This is an optimization exercise on Yosys and OpenROAD, whose aim is small area and a short achievable clock period, not a production implementation. The RTL was checked by simulation tests, not by an equivalence proof against the original design. Power and IR drop assume default switching activity.

--- flow/flow/run.sh ---
#!/bin/bash
# The standard layout (standard.sh) with two changes:
#  - the smallest buffer (buf_1) on every port;
#  - synthesis maps with ABC script flow/abc.script (in a copy of ORFS's
#    scripts folder, where it replaces abc_speed.script).
# Extra ORFS settings: 'CTS_ARGS=-sink_clustering_enable -repair_clock_nets -sink_clustering_size 30 -sink_clustering_max_diameter 100 -buf_list sky130_fd_sc_hd__clkbuf_8 -dont_use_dummy_load'
# Each ORFS step writes its full log under orfs/logs/; make's output goes to
# standard_flow.log.
set -euo pipefail
rm -rf scripts_abc
cp -r "$FLOW_HOME/scripts" scripts_abc
cp flow/abc.script scripts_abc/abc_speed.script
export BUFFER_PORTS_ARGS="-buffer_cell sky130_fd_sc_hd__buf_1"
bash standard.sh SCRIPTS_DIR="$PWD/scripts_abc" 'CTS_ARGS=-sink_clustering_enable -repair_clock_nets -sink_clustering_size 30 -sink_clustering_max_diameter 100 -buf_list sky130_fd_sc_hd__clkbuf_8 -dont_use_dummy_load' finish > standard_flow.log 2>&1
--- flow/config.mk ---
export PLATFORM = sky130hd
export DESIGN_NAME = sparc_exu_alu
export DESIGN_NICKNAME = sparc_exu_alu
export VERILOG_FILES = /design/flow/design.v
export SDC_FILE = /design/flow/constraint.sdc
export NUM_CORES = 4
export LEC_CHECK = 0
export CAP_MARGIN = 20
export CORE_MARGIN = 2
export CORE_UTILIZATION = 40
export CTS_BUF_LIST = sky130_fd_sc_hd__clkbuf_8
export CTS_CLUSTER_DIAMETER = 100
export CTS_CLUSTER_SIZE = 30
export SETUP_SLACK_MARGIN = 2.85
export SLEW_MARGIN = 20
export SYNTH_HIERARCHICAL = 1
--- flow/standard.sh ---
#!/bin/bash
# synth_recipe.tcl (not shown) runs the flow's synth.tcl, then flattens the netlist and writes it again
# the make line also repeats each setting of config.mk as NAME=value (left out here)
make -C /OpenROAD-flow-scripts/flow DESIGN_CONFIG=/design/flow/config.mk WORK_HOME=/design/flow/orfs CLKGATE_MAP_FILE= SYNTH_SCRIPT=/design/flow/synth_recipe.tcl "${@:-finish}"
--- flow/design.v ---
module sparc_exu_alu
(
   alu_byp_rd_data_e, exu_ifu_brpc_e, exu_lsu_ldst_va_e,
   exu_lsu_early_va_e, exu_mmu_early_va_e, alu_ecl_add_n64_e,
   alu_ecl_add_n32_e, alu_ecl_log_n64_e, alu_ecl_log_n32_e,
   alu_ecl_zhigh_e, alu_ecl_zlow_e, exu_ifu_regz_e,
   alu_ecl_adderin2_63_e, alu_ecl_adderin2_31_e,
   alu_ecl_adder_out_63_e, alu_ecl_cout32_e, alu_ecl_cout64_e_l,
   alu_ecl_mem_addr_invalid_e_l,
   cen, rclk, byp_alu_rs1_data_e, byp_alu_rs2_data_e_l,
   byp_alu_rs3_data_e, byp_alu_rcc_data_e, ecl_alu_cin_e,
   ifu_exu_invert_d, ecl_alu_log_sel_and_e, ecl_alu_log_sel_or_e,
   ecl_alu_log_sel_xor_e, ecl_alu_log_sel_move_e,
   ecl_alu_out_sel_sum_e_l, ecl_alu_out_sel_rs3_e_l,
   ecl_alu_out_sel_shift_e_l, ecl_alu_out_sel_logic_e_l,
   shft_alu_shift_out_e, ecl_alu_sethi_inst_e, ifu_lsu_casa_e
   );
   input cen;
   input rclk;
   input [63:0] byp_alu_rs1_data_e;
   input [63:0] byp_alu_rs2_data_e_l;
   input [63:0] byp_alu_rs3_data_e;
   input [63:0] byp_alu_rcc_data_e;
   input        ecl_alu_cin_e;
   input        ifu_exu_invert_d;
   input        ecl_alu_log_sel_and_e;
   input        ecl_alu_log_sel_or_e;
   input        ecl_alu_log_sel_xor_e;
   input        ecl_alu_log_sel_move_e;
   input        ecl_alu_out_sel_sum_e_l;
   input        ecl_alu_out_sel_rs3_e_l;
   input        ecl_alu_out_sel_shift_e_l;
   input        ecl_alu_out_sel_logic_e_l;
   input [63:0] shft_alu_shift_out_e;
   input        ecl_alu_sethi_inst_e;
   input        ifu_lsu_casa_e;
   output [63:0] alu_byp_rd_data_e;
   output [47:0] exu_ifu_brpc_e;
   output [47:0] exu_lsu_ldst_va_e;
   output [10:3] exu_lsu_early_va_e;
   output [7:0]  exu_mmu_early_va_e;
   output        alu_ecl_add_n64_e;
   output        alu_ecl_add_n32_e;
   output        alu_ecl_log_n64_e;
   output        alu_ecl_log_n32_e;
   output        alu_ecl_zhigh_e;
   output        alu_ecl_zlow_e;
   output        exu_ifu_regz_e;
   output        alu_ecl_adderin2_63_e;
   output        alu_ecl_adderin2_31_e;
   output        alu_ecl_adder_out_63_e;
   output        alu_ecl_cout32_e;
   output        alu_ecl_cout64_e_l;
   output        alu_ecl_mem_addr_invalid_e_l;
   wire [63:0] a = byp_alu_rs1_data_e;
   wire [63:0] rs2 = ~byp_alu_rs2_data_e_l;
   wire        cin = ecl_alu_cin_e;
   reg invert_e;
   always @(posedge rclk) invert_e <= ifu_exu_invert_d;
   wire [63:0] b;
   alu_bx bx (.rs2_l(byp_alu_rs2_data_e_l), .inv(invert_e), .b(b));
   wire [63:0] p, gn, tn;
   alu_pgen pgen (.gn(gn), .tn(tn), .p(p));
   alu_gt gtgen (.a(a), .b(b), .gn(gn), .tn(tn));
   wire [63:0] g = ~gn, t = ~tn;
   wire [64:0] c;
   alu_carry carry (.gn(gn), .tn(tn), .cin(cin), .c(c));
   wire [63:0] sum;
   alu_sum sumx (.p(p), .c(c[63:0]), .s(sum));
   reg [63:0] sum_q;
   always @(posedge rclk) if (cen) sum_q <= sum;
   wire s_g = ecl_alu_log_sel_and_e | ecl_alu_log_sel_or_e;
   wire s_p = ecl_alu_log_sel_or_e | ecl_alu_log_sel_xor_e;
   wire s_mlo = ecl_alu_log_sel_move_e;
   wire s_mhi = ecl_alu_log_sel_move_e & ~ecl_alu_sethi_inst_e;
   wire o_lg = ~ecl_alu_out_sel_logic_e_l;
   wire [63:0] lk;
   alu_lterm lterm (.gn(gn), .rs2_l(byp_alu_rs2_data_e_l), .kgn(~(s_g & o_lg)),
                    .kmn_lo(~(s_mlo & o_lg)), .kmn_hi(~(s_mhi & o_lg)), .lk(lk));
   alu_rdmux rdmux (.sum_q(sum_q), .rs3(byp_alu_rs3_data_e), .sh(shft_alu_shift_out_e),
                    .p(p), .lk(lk), .sel_sum(~ecl_alu_out_sel_sum_e_l),
                    .sel_rs3(~ecl_alu_out_sel_rs3_e_l), .sel_sh(~ecl_alu_out_sel_shift_e_l),
                    .kp(s_p & o_lg), .rd(alu_byp_rd_data_e));
   assign alu_ecl_log_n64_e = (~gn[63] & s_g) | (p[63] & s_p) | (rs2[63] & s_mhi);
   assign alu_ecl_log_n32_e = (~gn[31] & s_g) | (p[31] & s_p) | (rs2[31] & s_mlo);
   wire zg_lo, zg_hi, zt_lo, zt_hi, zp_lo, zp_hi, zm_lo, zm_hi;
   alu_o64 gz (.x(gn), .olo(zg_lo), .ohi(zg_hi));
   alu_z64 pz (.x(p), .zlo(zp_lo), .zhi(zp_hi), .z());
   assign zt_lo = zg_lo & zp_lo;
   assign zt_hi = zg_hi & zp_hi;
   alu_o64 mz (.x(byp_alu_rs2_data_e_l), .olo(zm_lo), .ohi(zm_hi));
   assign lg_zlo = (ecl_alu_log_sel_and_e & zg_lo) | (ecl_alu_log_sel_or_e & zt_lo) |
                   (ecl_alu_log_sel_xor_e & zp_lo) | (ecl_alu_log_sel_move_e & zm_lo);
   assign lg_zhi = (ecl_alu_log_sel_and_e & zg_hi) | (ecl_alu_log_sel_or_e & zt_hi) |
                   (ecl_alu_log_sel_xor_e & zp_hi) |
                   (ecl_alu_log_sel_move_e & (zm_hi | ecl_alu_sethi_inst_e));
   wire spr_zlo, spr_zhi, lg_zlo, lg_zhi;
   alu_sprz sprz (.p(p), .tn(tn), .cin(cin), .zlo(spr_zlo), .zhi(spr_zhi));
   assign alu_ecl_zlow_e  = ecl_alu_out_sel_sum_e_l ? lg_zlo : spr_zlo;
   assign alu_ecl_zhigh_e = ecl_alu_out_sel_sum_e_l ? lg_zhi : spr_zhi;
   alu_va va (.a(a), .sum_q(sum_q), .casa(ifu_lsu_casa_e), .ncasa(~ifu_lsu_casa_e),
              .va(exu_lsu_ldst_va_e),
              .ok_l(alu_ecl_mem_addr_invalid_e_l));
   alu_z64 rccz (.x(byp_alu_rcc_data_e), .zlo(), .zhi(), .z(exu_ifu_regz_e));
   assign exu_ifu_brpc_e = sum_q[47:0];
   assign exu_lsu_early_va_e = sum_q[10:3];
   assign exu_mmu_early_va_e = sum_q[7:0];
   assign alu_ecl_add_n64_e = sum_q[63];
   assign alu_ecl_adder_out_63_e = sum_q[63];
   assign alu_ecl_add_n32_e = sum_q[31];
   assign alu_ecl_adderin2_63_e = b[63];
   assign alu_ecl_adderin2_31_e = b[31];
   assign alu_ecl_cout32_e = c[32];
   assign alu_ecl_cout64_e_l = ~c[64];
endmodule
module alu_bx (rs2_l, inv, b);
   input [63:0] rs2_l;
   input inv;
   output [63:0] b;
   assign b = ~rs2_l ^ {64{inv}};
endmodule
module alu_pgen (gn, tn, p);
   input [63:0] gn, tn;
   output [63:0] p;
   assign p = gn & ~tn;
endmodule
module alu_gt (a, b, gn, tn);
   input [63:0] a, b;
   output [63:0] gn, tn;
   assign gn = ~(a & b);
   assign tn = ~(a | b);
endmodule
module alu_sum (p, c, s);
   input [63:0] p, c;
   output [63:0] s;
   assign s = p ^ c;
endmodule
module alu_logic (gn, p, rs2, sel_and, sel_or, sel_xor, sel_mov, sethi, lgn);
   input [63:0] gn, p, rs2;
   wire [63:0] g = ~gn;
   input sel_and, sel_or, sel_xor, sel_mov, sethi;
   output [63:0] lgn;
   wire s_g = sel_and | sel_or;
   wire s_p = sel_or | sel_xor;
   wire s_mlo = sel_mov;
   wire s_mhi = sel_mov & ~sethi;
   assign lgn = ~((g & {64{s_g}}) | (p & {64{s_p}}) |
                  (rs2 & {{32{s_mhi}}, {32{s_mlo}}}));
endmodule
module alu_lterm (gn, rs2_l, kgn, kmn_lo, kmn_hi, lk);
   input [63:0] gn, rs2_l;
   input kgn, kmn_lo, kmn_hi;
   output [63:0] lk;
   assign lk = ~((gn | {64{kgn}}) & (rs2_l | {{32{kmn_hi}}, {32{kmn_lo}}}));
endmodule
module alu_rdmux (sum_q, rs3, sh, p, lk, sel_sum, sel_rs3, sel_sh, kp, rd);
   input [63:0] sum_q, rs3, sh, p, lk;
   input sel_sum, sel_rs3, sel_sh, kp;
   output [63:0] rd;
   wire [63:0] y0n = ~((sum_q & {64{sel_sum}}) | (rs3 & {64{sel_rs3}}) | (sh & {64{sel_sh}}));
   wire [63:0] y1n = ~((p & {64{kp}}) | lk);
   assign rd = ~(y0n & y1n);
endmodule
module alu_outmux (sum_q, rs3, sh, lgn, sel_sum, sel_rs3, sel_sh, sel_lg_l, rd);
   input [63:0] sum_q, rs3, sh, lgn;
   input sel_sum, sel_rs3, sel_sh, sel_lg_l;
   output [63:0] rd;
   wire [63:0] y0n = ~((sum_q & {64{sel_sum}}) | (rs3 & {64{sel_rs3}}));
   wire [63:0] y1n = ~((~lgn & ~{64{sel_lg_l}}) | (sh & {64{sel_sh}}));
   assign rd = ~(y0n & y1n);
endmodule
module alu_sprz (p, tn, cin, zlo, zhi);
   input [63:0] p, tn;
   input cin;
   output zlo, zhi;
   wire [63:0] spr = p ^ {~tn[62:0], cin};
   assign zlo = ~(|spr[31:0]);
   assign zhi = ~(|spr[63:32]);
endmodule
module alu_z64 (x, zlo, zhi, z);
   input [63:0] x;
   output zlo, zhi, z;
   assign zlo = ~(|x[31:0]);
   assign zhi = ~(|x[63:32]);
   assign z = ~(|x);
endmodule
module alu_o64 (x, olo, ohi);
   input [63:0] x;
   output olo, ohi;
   assign olo = &x[31:0];
   assign ohi = &x[63:32];
endmodule
module alu_va (a, sum_q, casa, ncasa, va, ok_l);
   input [63:0] a, sum_q;
   input casa, ncasa;    
   output [47:0] va;
   output ok_l;
   assign va = (a[47:0] & {48{casa}}) | (sum_q[47:0] & {48{ncasa}});
   wire a_ok = (&a[63:47]) | ~(|a[63:47]);
   wire s_ok = (&sum_q[63:47]) | ~(|sum_q[63:47]);
   assign ok_l = (casa & a_ok) | (ncasa & s_ok);
endmodule
module alu_carry (gn, tn, cin, c);
   input [63:0] gn, tn;
   wire [63:0] g = ~gn, t = ~tn;
   input cin;
   output [64:0] c;    
   wire bg0_0 = g[0];
   wire bt0_0 = t[0];
   wire bg0_1 = g[1];
   wire bt0_1 = t[1];
   wire bg0_2 = g[2];
   wire bt0_2 = t[2];
   wire bg0_3 = g[3];
   wire bt0_3 = t[3];
   wire bg0_4 = g[4];
   wire bt0_4 = t[4];
   wire bg0_5 = g[5];
   wire bt0_5 = t[5];
   wire bg0_6 = g[6];
   wire bt0_6 = t[6];
   wire bg0_7 = g[7];
   wire bt0_7 = t[7];
   wire bg0_8 = g[8];
   wire bt0_8 = t[8];
   wire bg0_9 = g[9];
   wire bt0_9 = t[9];
   wire bg0_10 = g[10];
   wire bt0_10 = t[10];
   wire bg0_11 = g[11];
   wire bt0_11 = t[11];
   wire bg0_12 = g[12];
   wire bt0_12 = t[12];
   wire bg0_13 = g[13];
   wire bt0_13 = t[13];
   wire bg0_14 = g[14];
   wire bt0_14 = t[14];
   wire bg0_15 = g[15];
   wire bt0_15 = t[15];
   wire bg0_16 = g[16];
   wire bt0_16 = t[16];
   wire bg0_17 = g[17];
   wire bt0_17 = t[17];
   wire bg0_18 = g[18];
   wire bt0_18 = t[18];
   wire bg0_19 = g[19];
   wire bt0_19 = t[19];
   wire bg0_20 = g[20];
   wire bt0_20 = t[20];
   wire bg0_21 = g[21];
   wire bt0_21 = t[21];
   wire bg0_22 = g[22];
   wire bt0_22 = t[22];
   wire bg0_23 = g[23];
   wire bt0_23 = t[23];
   wire bg0_24 = g[24];
   wire bt0_24 = t[24];
   wire bg0_25 = g[25];
   wire bt0_25 = t[25];
   wire bg0_26 = g[26];
   wire bt0_26 = t[26];
   wire bg0_27 = g[27];
   wire bt0_27 = t[27];
   wire bg0_28 = g[28];
   wire bt0_28 = t[28];
   wire bg0_29 = g[29];
   wire bt0_29 = t[29];
   wire bg0_30 = g[30];
   wire bt0_30 = t[30];
   wire bg0_31 = g[31];
   wire bt0_31 = t[31];
   wire bg0_32 = g[32];
   wire bt0_32 = t[32];
   wire bg0_33 = g[33];
   wire bt0_33 = t[33];
   wire bg0_34 = g[34];
   wire bt0_34 = t[34];
   wire bg0_35 = g[35];
   wire bt0_35 = t[35];
   wire bg0_36 = g[36];
   wire bt0_36 = t[36];
   wire bg0_37 = g[37];
   wire bt0_37 = t[37];
   wire bg0_38 = g[38];
   wire bt0_38 = t[38];
   wire bg0_39 = g[39];
   wire bt0_39 = t[39];
   wire bg0_40 = g[40];
   wire bt0_40 = t[40];
   wire bg0_41 = g[41];
   wire bt0_41 = t[41];
   wire bg0_42 = g[42];
   wire bt0_42 = t[42];
   wire bg0_43 = g[43];
   wire bt0_43 = t[43];
   wire bg0_44 = g[44];
   wire bt0_44 = t[44];
   wire bg0_45 = g[45];
   wire bt0_45 = t[45];
   wire bg0_46 = g[46];
   wire bt0_46 = t[46];
   wire bg0_47 = g[47];
   wire bt0_47 = t[47];
   wire bg0_48 = g[48];
   wire bt0_48 = t[48];
   wire bg0_49 = g[49];
   wire bt0_49 = t[49];
   wire bg0_50 = g[50];
   wire bt0_50 = t[50];
   wire bg0_51 = g[51];
   wire bt0_51 = t[51];
   wire bg0_52 = g[52];
   wire bt0_52 = t[52];
   wire bg0_53 = g[53];
   wire bt0_53 = t[53];
   wire bg0_54 = g[54];
   wire bt0_54 = t[54];
   wire bg0_55 = g[55];
   wire bt0_55 = t[55];
   wire bg0_56 = g[56];
   wire bt0_56 = t[56];
   wire bg0_57 = g[57];
   wire bt0_57 = t[57];
   wire bg0_58 = g[58];
   wire bt0_58 = t[58];
   wire bg0_59 = g[59];
   wire bt0_59 = t[59];
   wire bg0_60 = g[60];
   wire bt0_60 = t[60];
   wire bg0_61 = g[61];
   wire bt0_61 = t[61];
   wire bg0_62 = g[62];
   wire bt0_62 = t[62];
   wire bg0_63 = g[63];
   wire bt0_63 = t[63];
   wire bg1_1 = bg0_1 | (bt0_1 & bg0_0);
   wire bt1_1 = bt0_1 & bt0_0;
   wire bg1_3 = bg0_3 | (bt0_3 & bg0_2);
   wire bt1_3 = bt0_3 & bt0_2;
   wire bg1_5 = bg0_5 | (bt0_5 & bg0_4);
   wire bt1_5 = bt0_5 & bt0_4;
   wire bg1_7 = bg0_7 | (bt0_7 & bg0_6);
   wire bt1_7 = bt0_7 & bt0_6;
   wire bg1_9 = bg0_9 | (bt0_9 & bg0_8);
   wire bt1_9 = bt0_9 & bt0_8;
   wire bg1_11 = bg0_11 | (bt0_11 & bg0_10);
   wire bt1_11 = bt0_11 & bt0_10;
   wire bg1_13 = bg0_13 | (bt0_13 & bg0_12);
   wire bt1_13 = bt0_13 & bt0_12;
   wire bg1_15 = bg0_15 | (bt0_15 & bg0_14);
   wire bt1_15 = bt0_15 & bt0_14;
   wire bg1_17 = bg0_17 | (bt0_17 & bg0_16);
   wire bt1_17 = bt0_17 & bt0_16;
   wire bg1_19 = bg0_19 | (bt0_19 & bg0_18);
   wire bt1_19 = bt0_19 & bt0_18;
   wire bg1_21 = bg0_21 | (bt0_21 & bg0_20);
   wire bt1_21 = bt0_21 & bt0_20;
   wire bg1_23 = bg0_23 | (bt0_23 & bg0_22);
   wire bt1_23 = bt0_23 & bt0_22;
   wire bg1_25 = bg0_25 | (bt0_25 & bg0_24);
   wire bt1_25 = bt0_25 & bt0_24;
   wire bg1_27 = bg0_27 | (bt0_27 & bg0_26);
   wire bt1_27 = bt0_27 & bt0_26;
   wire bg1_29 = bg0_29 | (bt0_29 & bg0_28);
   wire bt1_29 = bt0_29 & bt0_28;
   wire bg1_31 = bg0_31 | (bt0_31 & bg0_30);
   wire bt1_31 = bt0_31 & bt0_30;
   wire bg1_33 = bg0_33 | (bt0_33 & bg0_32);
   wire bt1_33 = bt0_33 & bt0_32;
   wire bg1_35 = bg0_35 | (bt0_35 & bg0_34);
   wire bt1_35 = bt0_35 & bt0_34;
   wire bg1_37 = bg0_37 | (bt0_37 & bg0_36);
   wire bt1_37 = bt0_37 & bt0_36;
   wire bg1_39 = bg0_39 | (bt0_39 & bg0_38);
   wire bt1_39 = bt0_39 & bt0_38;
   wire bg1_41 = bg0_41 | (bt0_41 & bg0_40);
   wire bt1_41 = bt0_41 & bt0_40;
   wire bg1_43 = bg0_43 | (bt0_43 & bg0_42);
   wire bt1_43 = bt0_43 & bt0_42;
   wire bg1_45 = bg0_45 | (bt0_45 & bg0_44);
   wire bt1_45 = bt0_45 & bt0_44;
   wire bg1_47 = bg0_47 | (bt0_47 & bg0_46);
   wire bt1_47 = bt0_47 & bt0_46;
   wire bg1_49 = bg0_49 | (bt0_49 & bg0_48);
   wire bt1_49 = bt0_49 & bt0_48;
   wire bg1_51 = bg0_51 | (bt0_51 & bg0_50);
   wire bt1_51 = bt0_51 & bt0_50;
   wire bg1_53 = bg0_53 | (bt0_53 & bg0_52);
   wire bt1_53 = bt0_53 & bt0_52;
   wire bg1_55 = bg0_55 | (bt0_55 & bg0_54);
   wire bt1_55 = bt0_55 & bt0_54;
   wire bg1_57 = bg0_57 | (bt0_57 & bg0_56);
   wire bt1_57 = bt0_57 & bt0_56;
   wire bg1_59 = bg0_59 | (bt0_59 & bg0_58);
   wire bt1_59 = bt0_59 & bt0_58;
   wire bg1_61 = bg0_61 | (bt0_61 & bg0_60);
   wire bt1_61 = bt0_61 & bt0_60;
   wire bg1_63 = bg0_63 | (bt0_63 & bg0_62);
   wire bt1_63 = bt0_63 & bt0_62;
   wire bg2_3 = bg1_3 | (bt1_3 & bg1_1);
   wire bt2_3 = bt1_3 & bt1_1;
   wire bg2_7 = bg1_7 | (bt1_7 & bg1_5);
   wire bt2_7 = bt1_7 & bt1_5;
   wire bg2_11 = bg1_11 | (bt1_11 & bg1_9);
   wire bt2_11 = bt1_11 & bt1_9;
   wire bg2_15 = bg1_15 | (bt1_15 & bg1_13);
   wire bt2_15 = bt1_15 & bt1_13;
   wire bg2_19 = bg1_19 | (bt1_19 & bg1_17);
   wire bt2_19 = bt1_19 & bt1_17;
   wire bg2_23 = bg1_23 | (bt1_23 & bg1_21);
   wire bt2_23 = bt1_23 & bt1_21;
   wire bg2_27 = bg1_27 | (bt1_27 & bg1_25);
   wire bt2_27 = bt1_27 & bt1_25;
   wire bg2_31 = bg1_31 | (bt1_31 & bg1_29);
   wire bt2_31 = bt1_31 & bt1_29;
   wire bg2_35 = bg1_35 | (bt1_35 & bg1_33);
   wire bt2_35 = bt1_35 & bt1_33;
   wire bg2_39 = bg1_39 | (bt1_39 & bg1_37);
   wire bt2_39 = bt1_39 & bt1_37;
   wire bg2_43 = bg1_43 | (bt1_43 & bg1_41);
   wire bt2_43 = bt1_43 & bt1_41;
   wire bg2_47 = bg1_47 | (bt1_47 & bg1_45);
   wire bt2_47 = bt1_47 & bt1_45;
   wire bg2_51 = bg1_51 | (bt1_51 & bg1_49);
   wire bt2_51 = bt1_51 & bt1_49;
   wire bg2_55 = bg1_55 | (bt1_55 & bg1_53);
   wire bt2_55 = bt1_55 & bt1_53;
   wire bg2_59 = bg1_59 | (bt1_59 & bg1_57);
   wire bt2_59 = bt1_59 & bt1_57;
   wire bg2_63 = bg1_63 | (bt1_63 & bg1_61);
   wire bt2_63 = bt1_63 & bt1_61;
   wire bg3_7 = bg2_7 | (bt2_7 & bg2_3);
   wire bt3_7 = bt2_7 & bt2_3;
   wire bg3_15 = bg2_15 | (bt2_15 & bg2_11);
   wire bt3_15 = bt2_15 & bt2_11;
   wire bg3_23 = bg2_23 | (bt2_23 & bg2_19);
   wire bt3_23 = bt2_23 & bt2_19;
   wire bg3_31 = bg2_31 | (bt2_31 & bg2_27);
   wire bt3_31 = bt2_31 & bt2_27;
   wire bg3_39 = bg2_39 | (bt2_39 & bg2_35);
   wire bt3_39 = bt2_39 & bt2_35;
   wire bg3_47 = bg2_47 | (bt2_47 & bg2_43);
   wire bt3_47 = bt2_47 & bt2_43;
   wire bg3_55 = bg2_55 | (bt2_55 & bg2_51);
   wire bt3_55 = bt2_55 & bt2_51;
   wire bg3_63 = bg2_63 | (bt2_63 & bg2_59);
   wire bt3_63 = bt2_63 & bt2_59;
   wire bg4_15 = bg3_15 | (bt3_15 & bg3_7);
   wire bt4_15 = bt3_15 & bt3_7;
   wire bg4_31 = bg3_31 | (bt3_31 & bg3_23);
   wire bt4_31 = bt3_31 & bt3_23;
   wire bg4_47 = bg3_47 | (bt3_47 & bg3_39);
   wire bt4_47 = bt3_47 & bt3_39;
   wire bg4_63 = bg3_63 | (bt3_63 & bg3_55);
   wire bt4_63 = bt3_63 & bt3_55;
   wire bg5_31 = bg4_31 | (bt4_31 & bg4_15);
   wire bt5_31 = bt4_31 & bt4_15;
   wire bg5_63 = bg4_63 | (bt4_63 & bg4_47);
   wire bt5_63 = bt4_63 & bt4_47;
   wire bg6_63 = bg5_63 | (bt5_63 & bg5_31);
   wire bt6_63 = bt5_63 & bt5_31;
   wire bg7_47 = bg4_47 | (bt4_47 & bg5_31);
   wire bt7_47 = bt4_47 & bt5_31;
   wire bg8_23 = bg3_23 | (bt3_23 & bg4_15);
   wire bt8_23 = bt3_23 & bt4_15;
   wire bg8_39 = bg3_39 | (bt3_39 & bg5_31);
   wire bt8_39 = bt3_39 & bt5_31;
   wire bg8_55 = bg3_55 | (bt3_55 & bg7_47);
   wire bt8_55 = bt3_55 & bt7_47;
   wire bg9_11 = bg2_11 | (bt2_11 & bg3_7);
   wire bt9_11 = bt2_11 & bt3_7;
   wire bg9_19 = bg2_19 | (bt2_19 & bg4_15);
   wire bt9_19 = bt2_19 & bt4_15;
   wire bg9_27 = bg2_27 | (bt2_27 & bg8_23);
   wire bt9_27 = bt2_27 & bt8_23;
   wire bg9_35 = bg2_35 | (bt2_35 & bg5_31);
   wire bt9_35 = bt2_35 & bt5_31;
   wire bg9_43 = bg2_43 | (bt2_43 & bg8_39);
   wire bt9_43 = bt2_43 & bt8_39;
   wire bg9_51 = bg2_51 | (bt2_51 & bg7_47);
   wire bt9_51 = bt2_51 & bt7_47;
   wire bg9_59 = bg2_59 | (bt2_59 & bg8_55);
   wire bt9_59 = bt2_59 & bt8_55;
   wire bg10_5 = bg1_5 | (bt1_5 & bg2_3);
   wire bt10_5 = bt1_5 & bt2_3;
   wire bg10_9 = bg1_9 | (bt1_9 & bg3_7);
   wire bt10_9 = bt1_9 & bt3_7;
   wire bg10_13 = bg1_13 | (bt1_13 & bg9_11);
   wire bt10_13 = bt1_13 & bt9_11;
   wire bg10_17 = bg1_17 | (bt1_17 & bg4_15);
   wire bt10_17 = bt1_17 & bt4_15;
   wire bg10_21 = bg1_21 | (bt1_21 & bg9_19);
   wire bt10_21 = bt1_21 & bt9_19;
   wire bg10_25 = bg1_25 | (bt1_25 & bg8_23);
   wire bt10_25 = bt1_25 & bt8_23;
   wire bg10_29 = bg1_29 | (bt1_29 & bg9_27);
   wire bt10_29 = bt1_29 & bt9_27;
   wire bg10_33 = bg1_33 | (bt1_33 & bg5_31);
   wire bt10_33 = bt1_33 & bt5_31;
   wire bg10_37 = bg1_37 | (bt1_37 & bg9_35);
   wire bt10_37 = bt1_37 & bt9_35;
   wire bg10_41 = bg1_41 | (bt1_41 & bg8_39);
   wire bt10_41 = bt1_41 & bt8_39;
   wire bg10_45 = bg1_45 | (bt1_45 & bg9_43);
   wire bt10_45 = bt1_45 & bt9_43;
   wire bg10_49 = bg1_49 | (bt1_49 & bg7_47);
   wire bt10_49 = bt1_49 & bt7_47;
   wire bg10_53 = bg1_53 | (bt1_53 & bg9_51);
   wire bt10_53 = bt1_53 & bt9_51;
   wire bg10_57 = bg1_57 | (bt1_57 & bg8_55);
   wire bt10_57 = bt1_57 & bt8_55;
   wire bg10_61 = bg1_61 | (bt1_61 & bg9_59);
   wire bt10_61 = bt1_61 & bt9_59;
   wire bg11_2 = bg0_2 | (bt0_2 & bg1_1);
   wire bt11_2 = bt0_2 & bt1_1;
   wire bg11_4 = bg0_4 | (bt0_4 & bg2_3);
   wire bt11_4 = bt0_4 & bt2_3;
   wire bg11_6 = bg0_6 | (bt0_6 & bg10_5);
   wire bt11_6 = bt0_6 & bt10_5;
   wire bg11_8 = bg0_8 | (bt0_8 & bg3_7);
   wire bt11_8 = bt0_8 & bt3_7;
   wire bg11_10 = bg0_10 | (bt0_10 & bg10_9);
   wire bt11_10 = bt0_10 & bt10_9;
   wire bg11_12 = bg0_12 | (bt0_12 & bg9_11);
   wire bt11_12 = bt0_12 & bt9_11;
   wire bg11_14 = bg0_14 | (bt0_14 & bg10_13);
   wire bt11_14 = bt0_14 & bt10_13;
   wire bg11_16 = bg0_16 | (bt0_16 & bg4_15);
   wire bt11_16 = bt0_16 & bt4_15;
   wire bg11_18 = bg0_18 | (bt0_18 & bg10_17);
   wire bt11_18 = bt0_18 & bt10_17;
   wire bg11_20 = bg0_20 | (bt0_20 & bg9_19);
   wire bt11_20 = bt0_20 & bt9_19;
   wire bg11_22 = bg0_22 | (bt0_22 & bg10_21);
   wire bt11_22 = bt0_22 & bt10_21;
   wire bg11_24 = bg0_24 | (bt0_24 & bg8_23);
   wire bt11_24 = bt0_24 & bt8_23;
   wire bg11_26 = bg0_26 | (bt0_26 & bg10_25);
   wire bt11_26 = bt0_26 & bt10_25;
   wire bg11_28 = bg0_28 | (bt0_28 & bg9_27);
   wire bt11_28 = bt0_28 & bt9_27;
   wire bg11_30 = bg0_30 | (bt0_30 & bg10_29);
   wire bt11_30 = bt0_30 & bt10_29;
   wire bg11_32 = bg0_32 | (bt0_32 & bg5_31);
   wire bt11_32 = bt0_32 & bt5_31;
   wire bg11_34 = bg0_34 | (bt0_34 & bg10_33);
   wire bt11_34 = bt0_34 & bt10_33;
   wire bg11_36 = bg0_36 | (bt0_36 & bg9_35);
   wire bt11_36 = bt0_36 & bt9_35;
   wire bg11_38 = bg0_38 | (bt0_38 & bg10_37);
   wire bt11_38 = bt0_38 & bt10_37;
   wire bg11_40 = bg0_40 | (bt0_40 & bg8_39);
   wire bt11_40 = bt0_40 & bt8_39;
   wire bg11_42 = bg0_42 | (bt0_42 & bg10_41);
   wire bt11_42 = bt0_42 & bt10_41;
   wire bg11_44 = bg0_44 | (bt0_44 & bg9_43);
   wire bt11_44 = bt0_44 & bt9_43;
   wire bg11_46 = bg0_46 | (bt0_46 & bg10_45);
   wire bt11_46 = bt0_46 & bt10_45;
   wire bg11_48 = bg0_48 | (bt0_48 & bg7_47);
   wire bt11_48 = bt0_48 & bt7_47;
   wire bg11_50 = bg0_50 | (bt0_50 & bg10_49);
   wire bt11_50 = bt0_50 & bt10_49;
   wire bg11_52 = bg0_52 | (bt0_52 & bg9_51);
   wire bt11_52 = bt0_52 & bt9_51;
   wire bg11_54 = bg0_54 | (bt0_54 & bg10_53);
   wire bt11_54 = bt0_54 & bt10_53;
   wire bg11_56 = bg0_56 | (bt0_56 & bg8_55);
   wire bt11_56 = bt0_56 & bt8_55;
   wire bg11_58 = bg0_58 | (bt0_58 & bg10_57);
   wire bt11_58 = bt0_58 & bt10_57;
   wire bg11_60 = bg0_60 | (bt0_60 & bg9_59);
   wire bt11_60 = bt0_60 & bt9_59;
   wire bg11_62 = bg0_62 | (bt0_62 & bg10_61);
   wire bt11_62 = bt0_62 & bt10_61;
   assign c[0] = cin;
   assign c[1] = bg0_0 | (bt0_0 & cin);
   assign c[2] = bg1_1 | (bt1_1 & cin);
   assign c[3] = bg11_2 | (bt11_2 & cin);
   assign c[4] = bg2_3 | (bt2_3 & cin);
   assign c[5] = bg11_4 | (bt11_4 & cin);
   assign c[6] = bg10_5 | (bt10_5 & cin);
   assign c[7] = bg11_6 | (bt11_6 & cin);
   assign c[8] = bg3_7 | (bt3_7 & cin);
   assign c[9] = bg11_8 | (bt11_8 & cin);
   assign c[10] = bg10_9 | (bt10_9 & cin);
   assign c[11] = bg11_10 | (bt11_10 & cin);
   assign c[12] = bg9_11 | (bt9_11 & cin);
   assign c[13] = bg11_12 | (bt11_12 & cin);
   assign c[14] = bg10_13 | (bt10_13 & cin);
   assign c[15] = bg11_14 | (bt11_14 & cin);
   assign c[16] = bg4_15 | (bt4_15 & cin);
   assign c[17] = bg11_16 | (bt11_16 & cin);
   assign c[18] = bg10_17 | (bt10_17 & cin);
   assign c[19] = bg11_18 | (bt11_18 & cin);
   assign c[20] = bg9_19 | (bt9_19 & cin);
   assign c[21] = bg11_20 | (bt11_20 & cin);
   assign c[22] = bg10_21 | (bt10_21 & cin);
   assign c[23] = bg11_22 | (bt11_22 & cin);
   assign c[24] = bg8_23 | (bt8_23 & cin);
   assign c[25] = bg11_24 | (bt11_24 & cin);
   assign c[26] = bg10_25 | (bt10_25 & cin);
   assign c[27] = bg11_26 | (bt11_26 & cin);
   assign c[28] = bg9_27 | (bt9_27 & cin);
   assign c[29] = bg11_28 | (bt11_28 & cin);
   assign c[30] = bg10_29 | (bt10_29 & cin);
   assign c[31] = bg11_30 | (bt11_30 & cin);
   assign c[32] = bg5_31 | (bt5_31 & cin);
   assign c[33] = bg11_32 | (bt11_32 & cin);
   assign c[34] = bg10_33 | (bt10_33 & cin);
   assign c[35] = bg11_34 | (bt11_34 & cin);
   assign c[36] = bg9_35 | (bt9_35 & cin);
   assign c[37] = bg11_36 | (bt11_36 & cin);
   assign c[38] = bg10_37 | (bt10_37 & cin);
   assign c[39] = bg11_38 | (bt11_38 & cin);
   assign c[40] = bg8_39 | (bt8_39 & cin);
   assign c[41] = bg11_40 | (bt11_40 & cin);
   assign c[42] = bg10_41 | (bt10_41 & cin);
   assign c[43] = bg11_42 | (bt11_42 & cin);
   assign c[44] = bg9_43 | (bt9_43 & cin);
   assign c[45] = bg11_44 | (bt11_44 & cin);
   assign c[46] = bg10_45 | (bt10_45 & cin);
   assign c[47] = bg11_46 | (bt11_46 & cin);
   assign c[48] = bg7_47 | (bt7_47 & cin);
   assign c[49] = bg11_48 | (bt11_48 & cin);
   assign c[50] = bg10_49 | (bt10_49 & cin);
   assign c[51] = bg11_50 | (bt11_50 & cin);
   assign c[52] = bg9_51 | (bt9_51 & cin);
   assign c[53] = bg11_52 | (bt11_52 & cin);
   assign c[54] = bg10_53 | (bt10_53 & cin);
   assign c[55] = bg11_54 | (bt11_54 & cin);
   assign c[56] = bg8_55 | (bt8_55 & cin);
   assign c[57] = bg11_56 | (bt11_56 & cin);
   assign c[58] = bg10_57 | (bt10_57 & cin);
   assign c[59] = bg11_58 | (bt11_58 & cin);
   assign c[60] = bg9_59 | (bt9_59 & cin);
   assign c[61] = bg11_60 | (bt11_60 & cin);
   assign c[62] = bg10_61 | (bt10_61 & cin);
   assign c[63] = bg11_62 | (bt11_62 & cin);
   assign c[64] = bg6_63 | (bt6_63 & cin);
endmodule
--- flow/flow/abc.script ---
&get -n
&st
&syn2
&dch -f
&nf -p -R 10
&put
topo
stime -c
dnsize -c
--- flow/constraint.sdc ---
create_clock -name core_clock -period 9.0 [get_ports {rclk}]
set_input_delay 1.8000 -clock core_clock [delete_from_list [all_inputs] [get_ports {rclk}]]
set_output_delay 1.8000 -clock core_clock [all_outputs]
set_load 0.01 [all_outputs]
==> summary.txt, run 1 <==
status=complete, no violations; GRT overflow=0; I/O pins=523; first-pass GRT wire length=66,400 um; kind of critical path=in -> out; max layer used=met4; FP Rows=55; WP data arrival=4.18 ns; hold buffers post-CTS=0; ANT nets after route=0; initial antenna violation count=6; met1 WL=17,100 um; wirelength, routed=46,200 um; peak supply drop=0.0000745 V; leakage=0.00348 uW; die width=154 um; clk_skew=0.00894 ns; clock network power share=13.9%; Pre-antenna DRT Iters=10; vias in the first global route=11,100; Layout area overhead=23.6%; final setup violation count=0; Setup TNS=0 ns; net count after synthesis=1,528; RSZ-0062 raised after global routing=no; initial core utilization=40.3%; via count=12,100; synth warn=7; CTS Sinks=65; worst hold path type=reg -> reg; internal power=818 uW; Cell Area, Synth=9040 sq um; Least-Margin Pin Slew=1.10 ns; Via-to-Cell Ratio=6.19; share of layout cells above drive strength 1=2.75%; Required @ worst endpoint=7.20 ns; buffers and inverters on the worst path=2; Slowest-stage cell, CP=nor4_1; Post-DP HPWL=36,000 um; CTS tree=done; Critical Path, Cell by Cell=buf_1, xnor2_1, nand2_1, nor2b_1, nor4_1, nand4_1, nor2_1, a21o_1, nand2_1, a41oi_1, buf_1; die area=23,800 sq um; I/O Buffers=522; Sequential Power Share=30.7%; Placed Instances=1,945; Rel. slew slack=26.6%; final worst-path cycle share=66.5%; non-filler cells, final=1,962; clock buffer depth=2; cts bufs inserted=9; Initial DRC Count=1,639; Final Hold Violating Endpoints=0; CP Max Fanout=4; max-slew violations=0; DR WL/cell=23.5 um; max_cap viols=0; DR WL met3=4200 um; Startpoint Class=input pin; sw frac=47.9%; clk root buf=clkbuf_8; CP Capture Type=primary output; gpl congestion=0.963; Mean Syn Cell Area=7.57 sq um; Tot GR Track Use=36.5%; htree depth=3; die span in y=154 um; pwr/cell area=140 nW/um^2; Worst-path clk slew=0.08 ns; post-layout min period=5.98 ns; clock latency (worst-skew pair)=0.37 ns; met2 WL=22,800 um; CP delay by family, top=simple AND/OR/NAND/NOR gates; Final nets=2,007; Gate power share=55.5%; largest net degree at the start of global routing=65; core box area=22,400 sq um; Switching Power=751 uW; r2r setup slk=4.69 ns; synthesized instance count=1,194; CP peak stage delay=0.49 ns; Peak Freq=167 MHz; DR DRC count=0
-- path summary, 6_finish.rpt --
kind	startpoint	to	cells after the start
worst min register to register	invert_e	sum_q[27]	4
worst max-delay path	byp_alu_rs2_data_e_l[49]	alu_ecl_zhigh_e	11
worst min-delay path	invert_e	sum_q[27]	4
worst max register to register	invert_e	sum_q[39]	16
-- power groups by stage --
| stage | Combinational (uW) | Sequential [uW] | Clock (uW) |
|---|---|---|---|
| 4_1_cts | 853 | 479 | 221 |
| 5_1_grt | 940 | 486 | 229 |
| 6_report | 871 | 481 | 217 |
| 3_5_place_dp | 843 | 486 | 0 |
| 3_3_place_gp | 842 | 485 | 0 |
| 2_1_floorplan | 586 | 461 | 0 |
-- stage by stage --
step,hold slack [ns],util (%),instance area (sq um),power [uW],setup WS [ns]
after floorplan,1.51,-,9040,1050,2.90
after global placement,1.21,48.8,10900,1330,2.26
after detailed placement,1.21,48.8,10900,1330,2.14
after CTS,1.24,49.5,11100,1550,2.85
after global routing,1.32,49.8,11200,1650,2.87
final,1.27,49.8,11200,1570,3.02
-- state kept, by name, summed over array words and instances, names as in the netlist --
register	count
sum_q	64
invert_e	1
-- what timing repair did --
action | in CTS | in global routing
setup buffers | 1 | 1
pin swaps | 2 | 3
cloned | 0 | 0
gates resized for setup | 8 | 14
endpoints found under the setup margin | 1 | 2
-- final cells by class --
cell class,count,area (sq um)
Antenna cell,6,15.0
Fill cell,2443,11300
Clock buffer,9,124
Multi-Input combinational cell,1027,6540
Tap cell,285,357
Inverter,36,138
Sequential cell,65,1950
Timing Repair Buffer,534,2050
-- worst reg2reg max path, cell delays in order (launching register included) --
cell      delay (ns)
dfxtp_4         0.72
buf_4           0.66
xnor2_1         0.21
nor2_1          0.13
nor2_1          0.18
nand2_1         0.09
nor2_1          0.22
and4b_1         0.27
nand3_1         0.10
nand3_2         0.16
buf_4           0.12
buf_4           0.16
clkinv_1        0.10
o21ai_0         0.41
a21oi_1         0.17
o21ai_0         0.24
xor2_1          0.09
-- placed cells by master, fill, tap and decap left out, types with 31 or more instances in the layout --
cell and count:
buf_1 520, nand2_1 155, xnor2_1 126, nor2_1 98, a21oi_1 89, nor4_1 66, a222oi_1 65, o22ai_1 65
xor2_1 65, nor2b_1 64, edfxtp_1 64, o21ai_0 57, nand4_1 54, a22o_1 49, clkinv_1 31
-- metal layers --
metal | vias up | track usage, %
li1 | 5505 | -
met1 | 5722 | 43.2
met2 | 797 | 65.0
met3 | 115 | 6.16
met4 | 0 | 15.9
met5 | - | 0
==> inputs of run 2 (changes only) <==
--- a/flow/config.mk
+++ b/flow/config.mk
@@ -7,7 +7,7 @@
 export LEC_CHECK = 0
 export CAP_MARGIN = 20
 export CORE_MARGIN = 2
-export CORE_UTILIZATION = 40
+export CORE_UTILIZATION = 47
 export CTS_BUF_LIST = sky130_fd_sc_hd__clkbuf_8
 export CTS_CLUSTER_DIAMETER = 100
 export CTS_CLUSTER_SIZE = 30
==> summary.txt, run 2 <==
initial core utilization=48.2% (+7.9 points); synthesized instance count=1,194 (unchanged); net count after synthesis=1,528 (unchanged); Fail Step=I/O pin placement (3_2_place_iop); Cell Area, Synth=9040 sq um (unchanged); status=aborted with a tool error; die width=143 um (-7.5%); Mean Syn Cell Area=7.57 sq um (unchanged); synth warn=7 (unchanged); Stop Error=[ERROR PPL-0024] Number of IO pins (523) exceeds maximum number of available positions (508). Increase the die perimeter from 570.70um to 711.28um.; die span in y=143 um (-7.5%); FP Rows=50 (-9.1%)
==> inputs of run 3 (changes only) <==
--- a/flow/config.mk
+++ b/flow/config.mk
@@ -7,7 +7,7 @@
 export LEC_CHECK = 0
 export CAP_MARGIN = 20
 export CORE_MARGIN = 2
-export CORE_UTILIZATION = 47
+export CORE_UTILIZATION = 43
 export CTS_BUF_LIST = sky130_fd_sc_hd__clkbuf_8
 export CTS_CLUSTER_DIAMETER = 100
 export CTS_CLUSTER_SIZE = 30
==> summary.txt, run 3 <==
status=complete, no violations; Worst Hold Path EP=sum_q[1]; die span in y=149 um (+4.4%); hold buffers post-CTS=0; final worst-path cycle share=66.1%; share of layout cells above drive strength 1=2.99%; Layout area overhead=24.2%; RSZ-0062 raised after global routing=no; synthesized instance count=1,194 (unchanged); CTS tree=done; Worst Hold Launch=invert_e; WP data arrival=4.15 ns; FP Rows=53 (+6.0%); core box area=20,800 sq um; Worst-path clk slew=0.08 ns; DR WL/cell=25.0 um; post-layout min period=5.95 ns; Final Hold Violating Endpoints=0; leakage=0.00349 uW; reg2reg start=invert_e; register bank with the most flops=sum_q; Post-DP HPWL=38,700 um; DR DRC count=0; Setup crit start=byp_alu_rs2_data_e_l[63]; Initial DRC Count=1,825; Cell Area, Synth=9040 sq um (unchanged); initial antenna violation count=32; htree depth=3; worst hold stages=4; clk_skew=0.0211 ns; commonest cells after routing, fill and taps aside=519 x buf_1, 156 x nand2_1, 127 x xnor2_1; CP Capture Type=primary output; Final nets=2,011; max FFs per register=64; final total power=1580 uW; wirelength, routed=49,300 um; Pre-antenna DRT Iters=9; GRT overflow=0; FILL cells=2,258; Critical Path, Cell by Cell=buf_1, xnor2_1, nor2_1, nor2b_1, xnor2_1, nor4_1, nand4_1, nor2_1, nor2_1, a41oi_1, buf_1; final setup violation count=0; Slowest-stage cell, CP=xnor2_1; via count=12,300; gpl congestion=0.964; vias in the first global route=11,200; max-slew violations=0; synth warn=7 (unchanged); Mean Syn Cell Area=7.57 sq um (unchanged); die area=22,200 sq um; ANT nets after route=0; largest registers=sum_q x64, invert_e x1; cts bufs inserted=9; kind of critical path=in -> out; clock buffer depth=2; commonest non-fill, non-tap cell in the layout=buf_1; Critical Path Most Common Cell=nor2_1; peak supply drop=0.0000680 V; die width=149 um (+4.4%); largest net degree at the start of global routing=65; CP Max Fanout=5; Startpoint Class=input pin; initial core utilization=43.4% (-4.8 points); Setup TNS=0 ns; CTS Sinks=65; clk root buf=clkbuf_8; I/O Buffers=522; worst hold path type=reg -> reg; max_cap viols=0; Least-Margin Pin Slew=1.04 ns; first-pass GRT wire length=69,100 um; clock latency (worst-skew pair)=0.37 ns; Peak Freq=168 MHz; pwr/cell area=141 nW/um^2; Rel. slew slack=30.9%; Required @ worst endpoint=7.20 ns; Via-to-Cell Ratio=6.26; CP peak stage delay=0.41 ns; I/O pins=523; net count after synthesis=1,528 (unchanged); FF-to-FF path depth=16; r2r setup slk=4.75 ns; Tot GR Track Use=41.8%; RR Endpoint=sum_q[39]
==> run 3: timing repair <==
item	CTS	global route
pin swaps	2	6
endpoints found under the hold margin	0	0
gates resized for setup	10	14
endpoints found under the setup margin	6	1
buffers inserted	2	3
==> run 3: worst max-delay path, delay by kind of cell <==
family          cells  cell delay (ns)
compound gates      1             0.25
xor+xnor            2             0.57
simple gates        6             1.17
buf+inv             2             0.36
==> run 3: per-layer routing <==
layer  part of all wire (%)  up-vias  track usage, %
met5                   0.22        -               0
li1                       -     5540               -
met1                     37     5790            51.0
met3                     11      151            11.4
met2                     46      852            66.6
met4                    5.3       16            23.5
==> run 3: per-stage QoR <==
step | utilization, % | instances | hold slack [ns] | worst slack, ns | cell area, sq um
2_1_floorplan | - | 1194 | 1.51 | 2.90 | 9040
4_1_cts | 53.4 | 1947 | 1.29 | 2.84 | 11100
6_report | 53.9 | 1972 | 1.30 | 3.05 | 11200
3_3_place_gp | 52.6 | 1936 | 1.25 | 2.30 | 10900
3_5_place_dp | 52.6 | 1936 | 1.26 | 2.08 | 10900
5_1_grt | 53.9 | 1968 | 1.36 | 2.87 | 11200
==> run 3: cell type report <==
type | count | area, sq um | area share, %
Antenna cell | 22 | 55.1 | 0.490
Clock buffer | 9 | 124 | 1.10
Inverter | 36 | 139 | 1.24
Multi-Input combinational cell | 1027 | 6540 | 58.2
Sequential cell | 65 | 1950 | 17.3
Tap cell | 275 | 344 | 3.06
Timing Repair Buffer | 538 | 2080 | 18.6
==> run 3: how the worst max path moves through the flow <==
| stage | endpoint | cells past startpoint | slack, ns |
|---|---|---|---|
| after floorplan | alu_byp_rd_data_e[0] | 4 | 2.90 |
| after global placement | alu_ecl_cout64_e_l | 16 | 2.30 |
| after detailed placement | alu_ecl_cout64_e_l | 16 | 2.08 |
| after CTS | alu_ecl_cout64_e_l | 16 | 2.84 |
| after global routing | alu_ecl_cout64_e_l | 16 | 2.87 |
| final | alu_ecl_zhigh_e | 11 | 3.05 |
==> run 3: power breakdown <==
group,leakage (uW),total (uW),internal [uW],switching [uW]
Clock,0.0000648,218,89.6,129
Combinational,0.00279,881,314,567
Sequential,0.000637,480,416,64.1
==> inputs of run 4 (changes only) <==
==> flow/config.mk (replaced) <==
export PLATFORM = sky130hd
export DESIGN_NAME = sparc_exu_alu
export DESIGN_NICKNAME = sparc_exu_alu
export VERILOG_FILES = /design/flow/design.v
export SDC_FILE = /design/flow/constraint.sdc
export NUM_CORES = 4
export LEC_CHECK = 0
export CAP_MARGIN = 5
export CORE_MARGIN = 2
export CORE_UTILIZATION = 40
export CTS_BUF_LIST = sky130_fd_sc_hd__clkbuf_8
export CTS_CLUSTER_DIAMETER = 100
export CTS_CLUSTER_SIZE = 30
export SETUP_SLACK_MARGIN = 2.85
export SLEW_MARGIN = 5
export SYNTH_HIERARCHICAL = 1
==> summary.txt, run 4 <==
commonest cells after routing, fill and taps aside=520 x buf_1, 155 x nand2_1, 126 x xnor2_1; kind of critical path=in -> out; CP peak stage delay=0.49 ns (+0.08 ns); die area=23,800 sq um (+7.3%); CTS tree=done; max_cap viols=0 (unchanged); sequential cell area=1950 sq um (unchanged); worst hold path type=reg -> reg; CTS Sinks=65 (unchanged); commonest non-fill, non-tap cell in the layout=buf_1; Initial DRC Count=1,639 (-10%); Tot GR Track Use=36.5% (-5.3 points); cts bufs inserted=9 (unchanged); Mean Syn Cell Area=7.57 sq um (unchanged); largest registers=sum_q x64, invert_e x1; reg2reg start=invert_e; RSZ-0062 raised after global routing=no; GRT overflow=0 (unchanged); max FFs per register=64 (unchanged); Peak Freq=167 MHz (-0.59%); max-slew violations=0 (unchanged); largest net degree at the start of global routing=65 (unchanged); Final Hold Violating Endpoints=0 (unchanged); clk_skew=0.00894 ns (-0.0122 ns); multi-input logic area=6540 sq um (about the same); final total power=1570 uW (-0.66%); clock buffer depth=2 (unchanged); synth warn=7 (unchanged); htree depth=3 (unchanged); pwr/cell area=140 nW/um^2 (-0.18%); CP delay by family, top=simple AND/OR/NAND/NOR gates; Worst Hold Launch=invert_e; via count=12,100 (-1.7%); post-layout min period=5.98 ns (+0.0351 ns); I/O Buffers=522 (unchanged); Startpoint Class=input pin; Via-to-Cell Ratio=6.19 (-1.2%); final worst-path cycle share=66.5% (+0.39 points); net count after synthesis=1,528 (unchanged); initial core utilization=40.3% (-3.1 points); ANT nets after route=0 (unchanged); DR WL/cell=23.5 um (-5.9%); clk root buf=clkbuf_8; Least-Margin Pin Slew=1.10 ns (+0.0625 ns); CP Depth=11 (unchanged); Slowest-stage cell, CP=nor4_1; Worst-path clk slew=0.08 ns (about the same); initial antenna violation count=6 (-81%); Critical Path, Cell by Cell=buf_1, xnor2_1, nand2_1, nor2b_1, nor4_1, nand4_1, nor2_1, a21o_1, nand2_1, a41oi_1, buf_1; register bank with the most flops=sum_q; wirelength, routed=46,200 um (-6.3%); gpl congestion=0.963 (-0.17%); Layout area overhead=23.6%; synthesized instance count=1,194 (unchanged); core box area=22,400 sq um (+7.7%); clock latency (worst-skew pair)=0.37 ns (about the same); first-pass GRT wire length=66,400 um (-3.9%); CP Max Fanout=4 (-1); status=complete, no violations; Min Hold Slack=1.27 ns (-0.0315 ns); vias in the first global route=11,100 (-1.2%); Pre-antenna DRT Iters=10 (+1); die span in y=154 um (+3.6%); share of layout cells above drive strength 1=2.75% (-0.23 points); FILL cells=2,443 (+8.2%); Rel. slew slack=26.6% (-4.3 points); leakage=0.00348 uW (-0.47%); peak supply drop=0.0000745 V (+9.5%); Required @ worst endpoint=7.20 ns (about the same); Final nets=2,007 (-0.20%); worst hold stages=4 (unchanged); Setup TNS=0 ns (unchanged); CP Capture Type=primary output; Placed Instances=1,945 (+0.46%); fin util=49.8% (-4.1 points); die width=154 um (+3.6%); Cell Area, Synth=9040 sq um (unchanged); DR DRC count=0 (unchanged); non-filler cells, final=1,962 (-0.51%); buffers and inverters on the worst path=2 (unchanged); I/O pins=523 (unchanged); FF-to-FF path depth=16 (unchanged); final setup violation count=0 (unchanged); FP Rows=55 (+3.8%); Setup crit start=byp_alu_rs2_data_e_l[49]; WP data arrival=4.18 ns (+0.03 ns); Post-DP HPWL=36,000 um (-7.0%)
-- run 4: final timing paths --
check	end	slack [ns]
worst max-delay path	alu_ecl_zhigh_e	3.02
worst min-delay path	sum_q[27]	1.27
worst max register to register	sum_q[39]	4.69
worst min register to register	sum_q[27]	1.27
-- run 4: per-layer routing --
layer	track usage (%)	up-vias	share of wire, %
li1	-	5505	-
met1	43.2	5722	37
met2	65.0	797	49
met3	6.16	115	9.1
met4	15.9	0	4.4
met5	0	-	0
-- run 4: power by group --
part           switching, uW  leakage (uW)  internal, uW  total, uW
logic                    558       0.00278           312        871
clock network            128     0.0000647          89.6        217
registers               64.8      0.000637           416        481
total                    751       0.00348           818       1570
-- run 4: area by class of cell --
cell class                      instances  area share (%)
Inverter                               36            1.23
Antenna cell                            6           0.134
Timing Repair Buffer                  534            18.4
Sequential cell                        65            17.4
Clock buffer                            9            1.11
Multi-Input combinational cell       1027            58.6
Tap cell                              285            3.19
-- run 4: repair_timing --
action                                  in CTS  in global routing
setup buffers                                1                  1
endpoints found under the setup margin       1                  2
resized for setup                            8                 14
pin swaps                                    2                  3
hold buffers                                 0                  0
-- run 4: worst min-delay path, cell delays in order, from the launching register on --
cell and delay [ns]:
dfxtp_4 0.52, xnor2_1 0.27, nand2_1 0.12, nand2_1 0.10
xor2_1 0.07
-- run 4: through the flow --
| stage | setup WS (ns) | cell area (sq um) |
|---|---|---|
| 6_report | 3.02 | 11200 |
| 3_3_place_gp | 2.26 | 10900 |
| 4_1_cts | 2.85 | 11100 |
| 5_1_grt | 2.87 | 11200 |
| 3_5_place_dp | 2.14 | 10900 |
| 2_1_floorplan | 2.90 | 9040 |
==> inputs of run 5 (changes only) <==
==> flow/flow/run.sh (replaced) <==
#!/bin/bash
# The standard layout (standard.sh) with two changes:
#  - the smallest buffer (buf_1) on every port;
#  - synthesis maps with ABC script flow/abc.script (in a copy of ORFS's
#    scripts folder, where it replaces abc_speed.script).
# Extra ORFS settings: 'CTS_ARGS=-sink_clustering_enable -repair_clock_nets -sink_clustering_size 60 -sink_clustering_max_diameter 250 -buf_list sky130_fd_sc_hd__clkbuf_8 -dont_use_dummy_load'
# Each ORFS step writes its full log under orfs/logs/; make's output goes to
# standard_flow.log.
set -euo pipefail
rm -rf scripts_abc
cp -r "$FLOW_HOME/scripts" scripts_abc
cp flow/abc.script scripts_abc/abc_speed.script
export BUFFER_PORTS_ARGS="-buffer_cell sky130_fd_sc_hd__buf_1"
bash standard.sh SCRIPTS_DIR="$PWD/scripts_abc" 'CTS_ARGS=-sink_clustering_enable -repair_clock_nets -sink_clustering_size 60 -sink_clustering_max_diameter 250 -buf_list sky130_fd_sc_hd__clkbuf_8 -dont_use_dummy_load' finish > standard_flow.log 2>&1
==> flow/config.mk (replaced) <==
export PLATFORM = sky130hd
export DESIGN_NAME = sparc_exu_alu
export DESIGN_NICKNAME = sparc_exu_alu
export VERILOG_FILES = /design/flow/design.v
export SDC_FILE = /design/flow/constraint.sdc
export NUM_CORES = 4
export LEC_CHECK = 0
export CAP_MARGIN = 20
export CORE_MARGIN = 2
export CORE_UTILIZATION = 40
export CTS_BUF_LIST = sky130_fd_sc_hd__clkbuf_8
export CTS_CLUSTER_DIAMETER = 250
export CTS_CLUSTER_SIZE = 60
export SETUP_SLACK_MARGIN = 2.85
export SLEW_MARGIN = 20
export SYNTH_HIERARCHICAL = 1
==> summary.txt, run 5 <==
status=complete, no violations; ANT nets after route=0 (unchanged); hold buffers post-CTS=0 (unchanged); Rel. slew slack=26.6% (unchanged); die width=154 um (unchanged); I/O Buffers=522 (unchanged); register bank with the most flops=sum_q; initial core utilization=40.3% (unchanged); die span in y=154 um (unchanged); max-slew violations=0 (unchanged); vias in the first global route=11,100 (unchanged); Pre-antenna DRT Iters=10 (unchanged); Min Hold Slack=1.27 ns (unchanged); leakage=0.00348 uW (unchanged); Placed Instances=1,945 (unchanged); Required @ worst endpoint=7.20 ns (about the same); pwr/cell area=140 nW/um^2 (unchanged); Worst Hold Launch=invert_e; gpl congestion=0.963 (unchanged); Tot GR Track Use=36.5% (unchanged); largest net degree at the start of global routing=65 (unchanged); Worst-path clk slew=0.08 ns (about the same); CP Capture Type=primary output; Peak Freq=167 MHz (unchanged); clock latency (worst-skew pair)=0.37 ns (about the same); Setup WS post-layout=3.02 ns (unchanged); FILL cells=2,443 (unchanged); die area=23,800 sq um (unchanged); wirelength, routed=46,200 um (unchanged); commonest cells after routing, fill and taps aside=520 x buf_1, 155 x nand2_1, 126 x xnor2_1; net count after synthesis=1,528 (unchanged); cts bufs inserted=9 (unchanged); initial antenna violation count=6 (unchanged); CTS tree=done; FP Rows=55 (unchanged); I/O pins=523 (unchanged); peak supply drop=0.0000745 V (unchanged); non-filler cells, final=1,962 (unchanged); Initial DRC Count=1,639 (unchanged); final worst-path cycle share=66.5% (unchanged); GRT overflow=0 (unchanged); worst slack at placement=2.14 ns (unchanged); Setup TNS=0 ns (unchanged); largest registers=sum_q x64, invert_e x1; Startpoint Class=input pin; RSZ-0062 raised after global routing=no; clk_skew=0.00894 ns (unchanged); htree depth=3 (unchanged); core box area=22,400 sq um (unchanged); kind of critical path=in -> out; Setup crit start=byp_alu_rs2_data_e_l[49]; clk root buf=clkbuf_8; reg2reg start=invert_e; Critical Path, Cell by Cell=buf_1, xnor2_1, nand2_1, nor2b_1, nor4_1, nand4_1, nor2_1, a21o_1, nand2_1, a41oi_1, buf_1; DR WL/cell=23.5 um (unchanged); Post-DP HPWL=36,000 um (unchanged); final setup violation count=0 (unchanged); Layout area overhead=23.6% (unchanged); Via-to-Cell Ratio=6.19 (unchanged); CTS Sinks=65 (unchanged); max_cap viols=0 (unchanged); synthesized instance count=1,194 (unchanged); Final nets=2,007 (unchanged); max FFs per register=64 (unchanged); Least-Margin Pin Slew=1.10 ns (unchanged); Final Hold Violating Endpoints=0 (unchanged); Mean Syn Cell Area=7.57 sq um (unchanged); via count=12,100 (unchanged); WP data arrival=4.18 ns (about the same); commonest non-fill, non-tap cell in the layout=buf_1; Area after DPL=10,900 sq um (unchanged); clock buffer depth=2 (unchanged); CP Max Fanout=4 (unchanged); share of layout cells above drive strength 1=2.75% (unchanged); synth warn=7 (unchanged); worst hold path type=reg -> reg; Slowest-stage cell, CP=nor4_1; post-route cell area=11,200 sq um (unchanged); CP peak stage delay=0.49 ns (about the same); post-layout min period=5.98 ns (unchanged); Cell Area, Synth=9040 sq um (unchanged); DR DRC count=0 (unchanged); first-pass GRT wire length=66,400 um (unchanged)
==> run 5: power by group <==
part	total (uW)	internal, uW	switching [uW]
Combinational	871	312	558
Sequential	481	416	64.8
Clock	217	89.6	128
==> run 5: layout make-up <==
type                       instances  area (sq um)  share of cell area [%]
sequential                        65          1950                    17.4
tap                              285           357                    3.19
inverter                          36           138                    1.23
clock buffer                       9           124                    1.11
multi-input combinational       1027          6540                    58.6
timing repair buffer             534          2050                    18.4
antenna                            6          15.0                   0.134
==> run 5: final timing paths <==
kind	endpoint	slack, ns	depth (start not counted)
max	alu_ecl_zhigh_e	3.02	11
min	sum_q[27]	1.27	4
max reg2reg	sum_q[39]	4.69	16
min reg2reg	sum_q[27]	1.27	4
==> run 5: critical path, delay by kind of cell <==
kind | cells | cell delay (ns)
buf+inv | 2 | 0.40
simple gates | 6 | 1.46
compound gates | 2 | 0.32
xor+xnor | 1 | 0.22
==> run 5: per-layer routing <==
metal	GRT usage (%)	vias up	routed length [um]
li1	-	5505	-
met1	43.2	5722	17100
met2	65.0	797	22800
met3	6.16	115	4200
met4	15.9	0	2030
met5	0	-	0
==> run 5: per-stage QoR <==
step | util, % | power, uW
after floorplan | - | 1050
after global placement | 48.8 | 1330
after detailed placement | 48.8 | 1330
after CTS | 49.5 | 1550
after global routing | 49.8 | 1650
final | 49.8 | 1570
==> run 5: what timing repair did <==
| item | in CTS | in global routing |
|---|---|---|
| pin swaps | 2 | 3 |
| buffers inserted | 1 | 1 |
| resized for setup | 8 | 14 |
| endpoints found under the setup margin | 1 | 2 |

-- afterwards: timing with drivers on the ports --
The results above use ideal ports. As a check the final layouts listed here were re-extracted and re-timed, cells and wires unchanged.
Step 1 assumes that a clkbuf_16 drives the clock port and a buf_2 every other input.
Step 2 moves the port delays by t, midway between the first and last clock arrival at a register: inputs arrive t later, outputs are due t later. That takes back most of the time a late clock gives input paths.
Slacks: ideal / step 1 / step 2; pairs: ideal / step 1.
| run | t, ns | setup WS [ns] | worst setup path at the end | latest minus earliest clock arrival (ns) | cell pins on the clock port's net |
|---|---|---|---|---|---|
| run 1 | 0.408 | 3.017 / 2.996 / 2.996 | input to output | 0.012 / 0.012 | 1 |
| run 3 | 0.413 | 3.052 / 3.005 / 3.005 | input to output | 0.030 / 0.030 | 1 |
| run 4 | 0.408 | 3.017 / 2.996 / 2.996 | input to output | 0.012 / 0.012 | 1 |
| run 5 | 0.408 | 3.017 / 2.996 / 2.996 | input to output | 0.012 / 0.012 | 1 |
After both steps setup and hold are still met in every run listed. The setup slack of run 3, which loses most, moves by -0.047 ns with the drivers and by -0.047 ns with both steps.
